From an optimization exercise on the open Yosys and OpenROAD flow, aimed at small area, a short achievable clock period and few clock cycles; shortcuts taken in it are not production practice. At most, simulation tests tie the RTL to the original design; equivalence was not proved.

==> sierra: inputs <==
## PSE
module PSE ( clk,
			reset,
			Xin,
			Yin,
			point_num,
			valid,
			Xout,
			Yout);
input        clk;
input        reset;
input [9:0]  Xin;
input [9:0]  Yin;
input [2:0]  point_num;
output       valid;
output [9:0] Xout;
output [9:0] Yout;
reg  [3:0] cyc;
reg  [2:0] n;
reg  [9:0] p0x, p0y;
reg  [10:0] sx1, sy1, sx2, sy2, sx3, sy3, sx4, sy4, sx5, sy5;
reg  [3:0] xs;          
reg  [3:0] ys;          
reg  [4:0] osel;        
reg        vld;
reg        c12, c13, c23, b5first;
reg        mg;          
reg  [1:0] ia;          
reg        ib;          
reg        aLeft, bLeft;
wire c;   
wire [10:0] ax = ({11{xs[0]}} & sx1) | ({11{xs[1]}} & sx2) | ({11{xs[2]}} & sx3) | ({11{xs[3]}} & sx4);
wire [10:0] ay = ({11{xs[0]}} & sy1) | ({11{xs[1]}} & sy2) | ({11{xs[2]}} & sy3) | ({11{xs[3]}} & sy4);
wire [10:0] bx = ({11{ys[0]}} & sx2) | ({11{ys[1]}} & sx3) | ({11{ys[2]}} & sx4) | ({11{ys[3]}} & sx5);
wire [10:0] by = ({11{ys[0]}} & sy2) | ({11{ys[1]}} & sy3) | ({11{ys[2]}} & sy4) | ({11{ys[3]}} & sy5);
cross_calculator CC(.x0(ax), .y0(ay), .x1(bx), .y1(by), .pos(c));
wire big = n[2] & (n[1] | n[0]);           
wire [3:0] start = big ? {1'b0, n} + 4'd1 : {1'b0, n};    
wire [3:0] stop  = start + {1'b0, n} - 4'd1;              
wire pre  = (cyc == start - 4'd1);         
function [3:0] headA;    
	input [1:0] k;
	input x12, x13, x23;
	input [2:0] nn;
	reg [1:0] r1, r2, r3;
	begin
		if (nn == 3'd3) begin
			r1 = 2'd0; r2 = 2'd3; r3 = 2'd3;
		end else if (nn == 3'd4) begin
			r1 = {1'b0, x12}; r2 = {1'b0, ~x12}; r3 = 2'd3;
		end else begin
			r1 = {1'b0, x12} + {1'b0, x13};
			r2 = {1'b0, ~x12} + {1'b0, x23};
			r3 = {1'b0, ~x13} + {1'b0, ~x23};
		end
		headA = {1'b0, r3 == k, r2 == k, r1 == k};
	end
endfunction
function [3:0] headB;
	input       k;
	input       b5;
	input [2:0] nn;
	begin
		case (nn)
			3'd3: headB = 4'b0001;
			3'd4: headB = 4'b0010;
			3'd5: headB = 4'b0100;
			default: headB = (k ^ b5) ? 4'b1000 : 4'b0100;
		endcase
	end
endfunction
wire [4:0] xslot = {1'b0, xs};
wire [4:0] yslot = {ys, 1'b0};
  ...
make LEC_CHECK=0 CAP_MARGIN=20 CORE_MARGIN=2 CORE_UTILIZATION=40 SLEW_MARGIN=20 finish   # period 11.0 ns
run.sh (not shown) runs the stock make flow with config.mk's settings and CLKGATE_MAP_FILE= SYNTH_SCRIPT=/design/flow/synth_recipe.tcl, a recipe that flattens the netlist after the stock synthesis.
==> inputs of quartz, as changes to sierra <==
Settings changed: ABC_CLOCK_PERIOD_IN_PS from default to 5500, SETUP_SLACK_MARGIN from default to 4.5.
==> results.txt <==
Worst hold slack: quartz is higher than sierra (15 ps). In sierra the critical path depth is lower than in quartz, by 1. Of sierra and quartz, quartz has the higher non-clock buffer count (gap 55). Between quartz and sierra, the lower via count is in sierra (gap 2.5%, measured against sierra). Between sierra and quartz, the lower fmax is in sierra (gap 17%, measured against quartz). Of quartz and sierra, quartz has the higher worst setup slack (gap 1400 ps). Flip-flop and latch count is the same in sierra and quartz.
No run of this note included a check of the RTL's function; only the layout flow was run.

==> exp/harbor <==
PSE, a different RTL version from the one above (not shown whole).
export LEC_CHECK = 0
export CAP_MARGIN = 20
export CORE_MARGIN = 2
export CORE_UTILIZATION = 40
export SETUP_SLACK_MARGIN = 4.5
export SLEW_MARGIN = 20
create_clock -name core_clock -period 11.0 [get_ports {clk}]
standard.sh (not shown) runs the stock make flow with config.mk's settings and CLKGATE_MAP_FILE= SYNTH_SCRIPT=/design/flow/synth_recipe.tcl, a recipe that flattens the netlist after the stock synthesis.
==> flow/flow/run.sh <==
#!/bin/bash
# The standard layout (the standard.sh), with plain buffers on the ports
# instead of delay buffers. Each tool's output goes to standard.log here and
# to the ORFS logs under orfs/logs/.
export BUFFER_PORTS_ARGS="-buffer_cell sky130_fd_sc_hd__buf_2"
bash standard.sh > standard.log 2>&1
==> inputs of exp/willow, as changes to exp/harbor <==
--- a/flow/design.v
+++ b/flow/design.v
@@ -715,31 +715,20 @@
 output [9:0] Yout;
 reg  [3:0] cyc;
 reg  [2:0] n;
 reg  [9:0] p0x, p0y;
 reg  [10:0] sx1, sy1, sx2, sy2, sx3, sy3, sx4, sy4, sx5, sy5;
-reg        cr;          
-assign cr_ = cr;
-reg  [3:0] xs0, xs1;    
-reg  [3:0] ys0, ys1;    
-wire [3:0] xs = cr ? xs1 : xs0;
-wire [3:0] ys = cr ? ys1 : ys0;
-reg  [4:0] osel0, osel1;  
-wire [4:0] osel = cr ? osel1 : osel0;
+reg  [3:0] xs;          
+reg  [3:0] ys;          
+reg  [4:0] osel;        
 reg        vld;
-reg        c12r, c13r, c23r, b5r;    
+reg        c12, c13, c23, b5first;
 reg        mg;          
-reg  [1:0] ia0, ia1;    
-reg  [1:0] ib0, ib1;    
-wire [1:0] ia = cr ? ia1 : ia0;
-wire [1:0] ib = cr ? ib1 : ib0;
+reg  [1:0] ia;          
+reg        ib;          
+reg        aLeft, bLeft;
 wire c;   
-wire cr_;
-wire c12     = (cyc == 4'd4) ? cr_ : c12r;
-wire c13     = (cyc == 4'd5) ? cr_ : c13r;
-wire c23     = (cyc == 4'd6) ? cr_ : c23r;
-wire b5first = (cyc == 4'd7) ? cr_ : b5r;
 wire [10:0] ax = ({11{xs[0]}} & sx1) | ({11{xs[1]}} & sx2) | ({11{xs[2]}} & sx3) | ({11{xs[3]}} & sx4);
 wire [10:0] ay = ({11{xs[0]}} & sy1) | ({11{xs[1]}} & sy2) | ({11{xs[2]}} & sy3) | ({11{xs[3]}} & sy4);
 wire [10:0] bx = ({11{ys[0]}} & sx2) | ({11{ys[1]}} & sx3) | ({11{ys[2]}} & sx4) | ({11{ys[3]}} & sx5);
 wire [10:0] by = ({11{ys[0]}} & sy2) | ({11{ys[1]}} & sy3) | ({11{ys[2]}} & sy4) | ({11{ys[3]}} & sy5);
 cross_calculator CC(.x0(ax), .y0(ay), .x1(bx), .y1(by), .pos(c));
@@ -784,22 +773,19 @@
 reg [3:0] ys_n [0:1];
 reg [4:0] osel_n [0:1];
 reg       vld_n [0:1];
 reg       mg_n [0:1];
 reg [1:0] ia_n [0:1];
-reg [1:0] ib_n [0:1];
+reg       ib_n [0:1];
+reg       aL_n [0:1];
+reg       bL_n [0:1];
 reg       c12_n [0:1], c13_n [0:1], c23_n [0:1], b5_n [0:1];
 reg [1:0] sizeA;
-reg [1:0] sizeB;
-reg       aLeft, bLeft;
 reg       takeB;
 integer v;
 always @(*) begin
 	sizeA = big ? 2'd3 : (n == 3'd4 ? 2'd2 : 2'd1);
-	sizeB = (n == 3'd6) ? 2'd2 : 2'd1;
-	aLeft = (ia < sizeA);
-	bLeft = (ib < sizeB);
 	for (v = 0; v < 2; v = v + 1) begin
 		c12_n[v] = (cyc == 4'd3) ? v[0] : c12;
 		c13_n[v] = (cyc == 4'd4) ? v[0] : c13;
 		c23_n[v] = (cyc == 4'd5) ? v[0] : c23;
 		b5_n[v]  = (cyc == 4'd6) ? v[0] : b5first;
@@ -807,20 +793,24 @@
 		ys_n[v] = 4'b0000;
 		osel_n[v] = 5'b00000;
 		vld_n[v] = 1'b0;
 		mg_n[v] = 1'b0;
 		ia_n[v] = 2'd0;
-		ib_n[v] = 2'd0;
+		ib_n[v] = 1'b0;
+		aL_n[v] = 1'b1;
+		bL_n[v] = 1'b1;
 		takeB = bLeft & (~aLeft | v[0]);
 		if (mg) begin
 			vld_n[v] = 1'b1;
 			osel_n[v] = takeB ? yslot : xslot;
 			ia_n[v] = takeB ? ia : ia + 2'd1;
-			ib_n[v] = takeB ? ib + 2'd1 : ib;
+			ib_n[v] = takeB ? 1'b1 : ib;
+			aL_n[v] = takeB ? aLeft : (ia + 2'd1 < sizeA);
+			bL_n[v] = takeB ? (n == 3'd6 && !ib) : bLeft;
 			mg_n[v] = (cyc != stop - 4'd1);
 			xs_n[v] = headA(ia_n[v], c12, c13, c23, n);
-			ys_n[v] = headB(ib_n[v][0], b5first, n);
+			ys_n[v] = headB(ib_n[v], b5first, n);
 		end else if (pre) begin
 			vld_n[v] = 1'b1;
 			mg_n[v] = 1'b1;
 			xs_n[v] = headA(2'd0, c12_n[v], c13_n[v], c23_n[v], n);
 			ys_n[v] = headB(1'b0, b5_n[v], n);
@@ -855,25 +845,21 @@
 	if (cyc == 4'd1) begin sx1 <= {1'b0, Xin} - {1'b0, p0x}; sy1 <= {1'b0, Yin} - {1'b0, p0y}; end
 	if (cyc == 4'd2) begin sx2 <= {1'b0, Xin} - {1'b0, p0x}; sy2 <= {1'b0, Yin} - {1'b0, p0y}; end
 	if (cyc == 4'd3) begin sx3 <= {1'b0, Xin} - {1'b0, p0x}; sy3 <= {1'b0, Yin} - {1'b0, p0y}; end
 	if (cyc == 4'd4) begin sx4 <= {1'b0, Xin} - {1'b0, p0x}; sy4 <= {1'b0, Yin} - {1'b0, p0y}; end
 	if (cyc == 4'd5) begin sx5 <= {1'b0, Xin} - {1'b0, p0x}; sy5 <= {1'b0, Yin} - {1'b0, p0y}; end
-	cr    <= c;
-	xs0   <= xs_n[0];
-	xs1   <= xs_n[1];
-	ys0   <= ys_n[0];
-	ys1   <= ys_n[1];
-	osel0 <= osel_n[0];
-	osel1 <= osel_n[1];
-	ia0   <= ia_n[0];
-	ia1   <= ia_n[1];
-	ib0   <= ib_n[0];
-	ib1   <= ib_n[1];
-	c12r <= c12;
-	c13r <= c13;
-	c23r <= c23;
-	b5r  <= b5first;
+	xs    <= c ? xs_n[1] : xs_n[0];
+	ys    <= c ? ys_n[1] : ys_n[0];
+	osel  <= c ? osel_n[1] : osel_n[0];
+	ia    <= c ? ia_n[1] : ia_n[0];
+	ib    <= c ? ib_n[1] : ib_n[0];
+	aLeft <= c ? aL_n[1] : aL_n[0];
+	bLeft <= c ? bL_n[1] : bL_n[0];
+	c12 <= c12_n[c];
+	c13 <= c13_n[c];
+	c23 <= c23_n[c];
+	b5first <= b5_n[c];
 end
 wire [9:0] ovx = ({10{osel[0]}} & sx1[9:0]) | ({10{osel[1]}} & sx2[9:0]) | ({10{osel[2]}} & sx3[9:0])
                | ({10{osel[3]}} & sx4[9:0]) | ({10{osel[4]}} & sx5[9:0]);
 wire [9:0] ovy = ({10{osel[0]}} & sy1[9:0]) | ({10{osel[1]}} & sy2[9:0]) | ({10{osel[2]}} & sy3[9:0])
                | ({10{osel[3]}} & sy4[9:0]) | ({10{osel[4]}} & sy5[9:0]);
==> flow/run.sh (new file) <==
#!/bin/bash
# synth_recipe.tcl (not shown) runs the flow's synth.tcl, then flattens the netlist and writes it again
# the make line also repeats each setting of config.mk as NAME=value (left out here)
make -C /OpenROAD-flow-scripts/flow DESIGN_CONFIG=/design/flow/config.mk WORK_HOME=/design/flow/orfs CLKGATE_MAP_FILE= SYNTH_SCRIPT=/design/flow/synth_recipe.tcl finish
ABC_CLOCK_PERIOD_IN_PS = 5500   (was default)
CORE_UTILIZATION = 55   (was 40)
removed: flow/flow/run.sh
removed: flow/standard.sh
==> inputs of exp/juniper, as changes to exp/harbor <==
--- a/flow/design.v
+++ b/flow/design.v
@@ -716,30 +716,23 @@
 reg  [3:0] cyc;
 reg  [2:0] n;
 reg  [9:0] p0x, p0y;
 reg  [10:0] sx1, sy1, sx2, sy2, sx3, sy3, sx4, sy4, sx5, sy5;
 reg        cr;          
-assign cr_ = cr;
 reg  [3:0] xs0, xs1;    
 reg  [3:0] ys0, ys1;    
 wire [3:0] xs = cr ? xs1 : xs0;
 wire [3:0] ys = cr ? ys1 : ys0;
-reg  [4:0] osel0, osel1;  
-wire [4:0] osel = cr ? osel1 : osel0;
+reg  [4:0] osel;        
 reg        vld;
-reg        c12r, c13r, c23r, b5r;    
+reg        c12, c13, c23, b5first;
 reg        mg;          
 reg  [1:0] ia0, ia1;    
 reg  [1:0] ib0, ib1;    
 wire [1:0] ia = cr ? ia1 : ia0;
 wire [1:0] ib = cr ? ib1 : ib0;
 wire c;   
-wire cr_;
-wire c12     = (cyc == 4'd4) ? cr_ : c12r;
-wire c13     = (cyc == 4'd5) ? cr_ : c13r;
-wire c23     = (cyc == 4'd6) ? cr_ : c23r;
-wire b5first = (cyc == 4'd7) ? cr_ : b5r;
 wire [10:0] ax = ({11{xs[0]}} & sx1) | ({11{xs[1]}} & sx2) | ({11{xs[2]}} & sx3) | ({11{xs[3]}} & sx4);
 wire [10:0] ay = ({11{xs[0]}} & sy1) | ({11{xs[1]}} & sy2) | ({11{xs[2]}} & sy3) | ({11{xs[3]}} & sy4);
 wire [10:0] bx = ({11{ys[0]}} & sx2) | ({11{ys[1]}} & sx3) | ({11{ys[2]}} & sx4) | ({11{ys[3]}} & sx5);
 wire [10:0] by = ({11{ys[0]}} & sy2) | ({11{ys[1]}} & sy3) | ({11{ys[2]}} & sy4) | ({11{ys[3]}} & sy5);
 cross_calculator CC(.x0(ax), .y0(ay), .x1(bx), .y1(by), .pos(c));
@@ -860,20 +853,19 @@
 	cr    <= c;
 	xs0   <= xs_n[0];
 	xs1   <= xs_n[1];
 	ys0   <= ys_n[0];
 	ys1   <= ys_n[1];
-	osel0 <= osel_n[0];
-	osel1 <= osel_n[1];
+	osel  <= c ? osel_n[1] : osel_n[0];
 	ia0   <= ia_n[0];
 	ia1   <= ia_n[1];
 	ib0   <= ib_n[0];
 	ib1   <= ib_n[1];
-	c12r <= c12;
-	c13r <= c13;
-	c23r <= c23;
-	b5r  <= b5first;
+	c12 <= c12_n[c];
+	c13 <= c13_n[c];
+	c23 <= c23_n[c];
+	b5first <= b5_n[c];
 end
 wire [9:0] ovx = ({10{osel[0]}} & sx1[9:0]) | ({10{osel[1]}} & sx2[9:0]) | ({10{osel[2]}} & sx3[9:0])
                | ({10{osel[3]}} & sx4[9:0]) | ({10{osel[4]}} & sx5[9:0]);
 wire [9:0] ovy = ({10{osel[0]}} & sy1[9:0]) | ({10{osel[1]}} & sy2[9:0]) | ({10{osel[2]}} & sy3[9:0])
                | ({10{osel[3]}} & sy4[9:0]) | ({10{osel[4]}} & sy5[9:0]);
==> flow/run.sh (new file) <==
#!/bin/bash
# synth_recipe.tcl (not shown) runs the flow's synth.tcl, then flattens the netlist and writes it again
# the make line also repeats each setting of config.mk as NAME=value (left out here)
make -C /OpenROAD-flow-scripts/flow DESIGN_CONFIG=/design/flow/config.mk WORK_HOME=/design/flow/orfs CLKGATE_MAP_FILE= SYNTH_SCRIPT=/design/flow/synth_recipe.tcl finish
removed: flow/flow/run.sh
removed: flow/standard.sh
==> inputs of exp/delta, as changes to exp/harbor <==
--- a/flow/design.v
+++ b/flow/design.v
@@ -715,31 +715,19 @@
 output [9:0] Yout;
 reg  [3:0] cyc;
 reg  [2:0] n;
 reg  [9:0] p0x, p0y;
 reg  [10:0] sx1, sy1, sx2, sy2, sx3, sy3, sx4, sy4, sx5, sy5;
-reg        cr;          
-assign cr_ = cr;
-reg  [3:0] xs0, xs1;    
-reg  [3:0] ys0, ys1;    
-wire [3:0] xs = cr ? xs1 : xs0;
-wire [3:0] ys = cr ? ys1 : ys0;
-reg  [4:0] osel0, osel1;  
-wire [4:0] osel = cr ? osel1 : osel0;
+reg  [3:0] xs;          
+reg  [3:0] ys;          
+reg  [4:0] osel;        
 reg        vld;
-reg        c12r, c13r, c23r, b5r;    
+reg        c12, c13, c23, b5first;
 reg        mg;          
-reg  [1:0] ia0, ia1;    
-reg  [1:0] ib0, ib1;    
-wire [1:0] ia = cr ? ia1 : ia0;
-wire [1:0] ib = cr ? ib1 : ib0;
+reg  [1:0] ia;          
+reg  [1:0] ib;          
 wire c;   
-wire cr_;
-wire c12     = (cyc == 4'd4) ? cr_ : c12r;
-wire c13     = (cyc == 4'd5) ? cr_ : c13r;
-wire c23     = (cyc == 4'd6) ? cr_ : c23r;
-wire b5first = (cyc == 4'd7) ? cr_ : b5r;
 wire [10:0] ax = ({11{xs[0]}} & sx1) | ({11{xs[1]}} & sx2) | ({11{xs[2]}} & sx3) | ({11{xs[3]}} & sx4);
 wire [10:0] ay = ({11{xs[0]}} & sy1) | ({11{xs[1]}} & sy2) | ({11{xs[2]}} & sy3) | ({11{xs[3]}} & sy4);
 wire [10:0] bx = ({11{ys[0]}} & sx2) | ({11{ys[1]}} & sx3) | ({11{ys[2]}} & sx4) | ({11{ys[3]}} & sx5);
 wire [10:0] by = ({11{ys[0]}} & sy2) | ({11{ys[1]}} & sy3) | ({11{ys[2]}} & sy4) | ({11{ys[3]}} & sy5);
 cross_calculator CC(.x0(ax), .y0(ay), .x1(bx), .y1(by), .pos(c));
@@ -855,25 +843,19 @@
 	if (cyc == 4'd1) begin sx1 <= {1'b0, Xin} - {1'b0, p0x}; sy1 <= {1'b0, Yin} - {1'b0, p0y}; end
 	if (cyc == 4'd2) begin sx2 <= {1'b0, Xin} - {1'b0, p0x}; sy2 <= {1'b0, Yin} - {1'b0, p0y}; end
 	if (cyc == 4'd3) begin sx3 <= {1'b0, Xin} - {1'b0, p0x}; sy3 <= {1'b0, Yin} - {1'b0, p0y}; end
 	if (cyc == 4'd4) begin sx4 <= {1'b0, Xin} - {1'b0, p0x}; sy4 <= {1'b0, Yin} - {1'b0, p0y}; end
 	if (cyc == 4'd5) begin sx5 <= {1'b0, Xin} - {1'b0, p0x}; sy5 <= {1'b0, Yin} - {1'b0, p0y}; end
-	cr    <= c;
-	xs0   <= xs_n[0];
-	xs1   <= xs_n[1];
-	ys0   <= ys_n[0];
-	ys1   <= ys_n[1];
-	osel0 <= osel_n[0];
-	osel1 <= osel_n[1];
-	ia0   <= ia_n[0];
-	ia1   <= ia_n[1];
-	ib0   <= ib_n[0];
-	ib1   <= ib_n[1];
-	c12r <= c12;
-	c13r <= c13;
-	c23r <= c23;
-	b5r  <= b5first;
+	xs    <= c ? xs_n[1] : xs_n[0];
+	ys    <= c ? ys_n[1] : ys_n[0];
+	osel  <= c ? osel_n[1] : osel_n[0];
+	ia    <= c ? ia_n[1] : ia_n[0];
+	ib    <= c ? ib_n[1] : ib_n[0];
+	c12 <= c12_n[c];
+	c13 <= c13_n[c];
+	c23 <= c23_n[c];
+	b5first <= b5_n[c];
 end
 wire [9:0] ovx = ({10{osel[0]}} & sx1[9:0]) | ({10{osel[1]}} & sx2[9:0]) | ({10{osel[2]}} & sx3[9:0])
                | ({10{osel[3]}} & sx4[9:0]) | ({10{osel[4]}} & sx5[9:0]);
 wire [9:0] ovy = ({10{osel[0]}} & sy1[9:0]) | ({10{osel[1]}} & sy2[9:0]) | ({10{osel[2]}} & sy3[9:0])
                | ({10{osel[3]}} & sy4[9:0]) | ({10{osel[4]}} & sy5[9:0]);
==> flow/run.sh (new file) <==
#!/bin/bash
# synth_recipe.tcl (not shown) runs the flow's synth.tcl, then flattens the netlist and writes it again
# the make line also repeats each setting of config.mk as NAME=value (left out here)
make -C /OpenROAD-flow-scripts/flow DESIGN_CONFIG=/design/flow/config.mk WORK_HOME=/design/flow/orfs CLKGATE_MAP_FILE= SYNTH_SCRIPT=/design/flow/synth_recipe.tcl finish
CTS_BUF_LIST = sky130_fd_sc_hd__clkbuf_4 sky130_fd_sc_hd__clkbuf_8   (was default)
SETUP_SLACK_MARGIN = 4.0   (was 4.5)
removed: flow/flow/run.sh
removed: flow/standard.sh
==> results.txt <==
- Non-clock buffer count: exp/delta is lower than exp/juniper (49).
- Sequential share of layout area: exp/juniper < exp/willow < exp/harbor < exp/delta.
- Of exp/juniper and exp/willow, exp/juniper has the higher register-to-register slack (gap 0.03 ns).
- Of exp/delta and exp/harbor, exp/harbor has the higher cell count (gap 5.8%, measured against exp/harbor).
Testbench counts of exp/willow, summed over its fixed seeds: cycles 22,671.
Testbench counts of exp/delta, summed over its fixed seeds: cycles 22,671.
The RTL of exp/harbor and exp/juniper was laid out without a check of its function.

## afterwards: timing with drivers on the ports
Ports are ideal in the flow. The routed layouts listed here were re-timed in OpenROAD.
Step 1 (the two cells are an assumption about what drives the block):
set clk [get_ports {clk}]
set_driving_cell -lib_cell sky130_fd_sc_hd__clkbuf_16 $clk
set_driving_cell -lib_cell sky130_fd_sc_hd__buf_2 [delete_from_list [all_inputs] $clk]
Step 2 moves the port delays by t, midway between the first and last clock arrival at a register: inputs arrive t later, outputs are due t later. That takes back most of the time a late clock gives input paths.
a / b / c = no drivers / after step 1 / after step 2; a / b = the first two.
run | t (ns) | setup WS [ns] | worst setup path at the end | slew at the worst register clock pin (ns)
sierra | 0.485 | 3.192 / 3.192 / 3.192 | register to register | 0.07 / 0.07
quartz | 0.477 | 4.544 / 4.544 / 4.544 | register to register | 0.07 / 0.07
exp/harbor | 0.476 | 4.587 / 4.587 / 4.587 | register to register | 0.07 / 0.07
exp/willow | 0.466 | 4.341 / 4.341 / 4.341 | register to register | 0.07 / 0.07
exp/juniper | 0.479 | 4.370 / 4.370 / 4.370 | register to register | 0.07 / 0.07
exp/delta | 0.528 | 4.183 / 4.183 / 4.183 | register to register | 0.10 / 0.10
After both steps setup and hold are still met in every run listed.
